Context: an optimization exercise on an open-source flow, tuned for small area and a short achievable clock period. The choices shown serve that exercise and are no tape-out recipe. Only simulation tests tie the RTL to the original design; equivalence was not proved.

Design ArithmaticUnit, start of the top module:
module ArithmaticUnit(
		input wire clock_i, isWb_i, enable_i,
		input wire [4:0] wbAddress_i,
		input wire [6:0] opCode_i,
		input wire [15:0] pOperand_i, sOperand_i,
		output reg wbEnable_o,
		output reg [4:0] wbAddress_o,
		output reg [15:0] wbData_o,
		output reg [1:0] statusWriteback_o  
    );
	wire [15:0] P = pOperand_i;
	wire [15:0] S = sOperand_i;
	wire mul = opCode_i[1] & opCode_i[0];
	wire sub = opCode_i[1] & ~opCode_i[0];
	wire as  = opCode_i[1] ^ opCode_i[0];
	wire [7:0] one, two, neg;
	assign one[0] = opCode_i[0] ? (~opCode_i[1] | P[0]) : opCode_i[1];
	assign two[0] = opCode_i[1] & opCode_i[0] & P[1] & ~P[0];
	assign neg[0] = opCode_i[1] & (~opCode_i[0] | P[1]);
	genvar k;
	generate for (k = 1; k < 8; k = k + 1) begin : enc
		assign one[k] = mul & (P[2*k] ^ P[2*k-1]);
		assign two[k] = mul & ((P[2*k+1] & ~P[2*k] & ~P[2*k-1]) | (~P[2*k+1] & P[2*k] & P[2*k-1]));
		assign neg[k] = mul & P[2*k+1];
	end endgenerate
	wire pp0_0_n; pa_nand2 u_pp0_0_n (.a(one[0]), .b(S[0]), .y(pp0_0_n));
	wire pp0_0; pa_xnor2 u_pp0_0 (.a(pp0_0_n), .b(neg[0]), .y(pp0_0));
	wire pp0_1_n; pa_aoi22 u_pp0_1_n (.a(one[0]), .b(S[1]), .c(two[0]), .d(S[0]), .y(pp0_1_n));
	wire pp0_1; pa_xnor2 u_pp0_1 (.a(pp0_1_n), .b(neg[0]), .y(pp0_1));
	wire pp0_2_n; pa_aoi22 u_pp0_2_n (.a(one[0]), .b(S[2]), .c(two[0]), .d(S[1]), .y(pp0_2_n));
	wire pp0_2; pa_xnor2 u_pp0_2 (.a(pp0_2_n), .b(neg[0]), .y(pp0_2));
	wire pp0_3_n; pa_aoi22 u_pp0_3_n (.a(one[0]), .b(S[3]), .c(two[0]), .d(S[2]), .y(pp0_3_n));
	wire pp0_3; pa_xnor2 u_pp0_3 (.a(pp0_3_n), .b(neg[0]), .y(pp0_3));
	wire pp0_4_n; pa_aoi22 u_pp0_4_n (.a(one[0]), .b(S[4]), .c(two[0]), .d(S[3]), .y(pp0_4_n));
	wire pp0_4; pa_xnor2 u_pp0_4 (.a(pp0_4_n), .b(neg[0]), .y(pp0_4));
	wire pp0_5_n; pa_aoi22 u_pp0_5_n (.a(one[0]), .b(S[5]), .c(two[0]), .d(S[4]), .y(pp0_5_n));
	wire pp0_5; pa_xnor2 u_pp0_5 (.a(pp0_5_n), .b(neg[0]), .y(pp0_5));
	wire pp0_6_n; pa_aoi22 u_pp0_6_n (.a(one[0]), .b(S[6]), .c(two[0]), .d(S[5]), .y(pp0_6_n));
	wire pp0_6; pa_xnor2 u_pp0_6 (.a(pp0_6_n), .b(neg[0]), .y(pp0_6));
	wire pp0_7_n; pa_aoi22 u_pp0_7_n (.a(one[0]), .b(S[7]), .c(two[0]), .d(S[6]), .y(pp0_7_n));
  ...
Size in the first run: ~24 flip-flops, roughly 71 I/O pins, about 0.0043 mm² of cells after synthesis.
export LEC_CHECK = 0
export CAP_MARGIN = 20
export CORE_MARGIN = 2
export CORE_UTILIZATION = 45
export SETUP_SLACK_MARGIN = 2.5
export SLEW_MARGIN = 20
export SYNTH_HIERARCHICAL = 1
export SYNTH_MINIMUM_KEEP_SIZE = 0
export TNS_END_PERCENT = 0
create_clock -name core_clock -period 8.0 [get_ports {clock_i}]
standard.sh (not shown) runs the stock make flow with config.mk's settings and CLKGATE_MAP_FILE= SYNTH_SCRIPT=/design/flow/synth_recipe.tcl, a recipe that flattens the netlist after the stock synthesis.
==> flow/flow/run.sh <==
#!/bin/bash
# Standard ORFS layout, with smaller port buffers and free cell resizing.
set -euo pipefail
bash standard.sh MATCH_CELL_FOOTPRINT=0 ABC_LOAD_IN_FF=1 "BUFFER_PORTS_ARGS=-buffer_cell sky130_fd_sc_hd__buf_1" finish > make_finish.log 2>&1
Next try:
- GPL_ROUTABILITY_DRIVEN: unset -> 0
- TNS_END_PERCENT: 0 -> unset
What happened:
- count of clock-buffer cells in the layout is unchanged
- fmax decreases by 0.84%
- cell area increases by 0.70%
- worst setup slack is worse by 45 ps
- wire length increases by 1.7%
- sequential cell count stays the same

[afterwards: timing with drivers on the ports]
In the flow no input, the clock included, has a driving cell. The finished layouts below were timed again as built, in two steps. Step 1: set_driving_cell puts a clkbuf_16 on clock_i and a buf_2 on each other input, an assumption about the parent block. Step 2 times the ports against the registers' clock, not the clock port: input delays grow and output delays shrink by t, the midpoint of the rising clock arrivals with the driver on. Slacks: ideal ports / drivers / drivers and shift; pairs: ideal ports / drivers.
| run | t (ns) | slack for setup (ns) | worst setup path after step 2 | worst slew at a driven data input, ns | cell pins on the clock port's net |
|---|---|---|---|---|---|
| the first run | 0.292 | 2.713 / 2.718 / 2.426 | input to register | 0.04 | 1 |
| the second run | 0.290 | 2.668 / 2.675 / 2.384 | input to register | 0.04 | 1 |
After both steps every run listed still meets setup and hold. For the first run, which loses most, drivers alone change the setup slack by +0.005 ns; drivers and shift together by -0.287 ns.
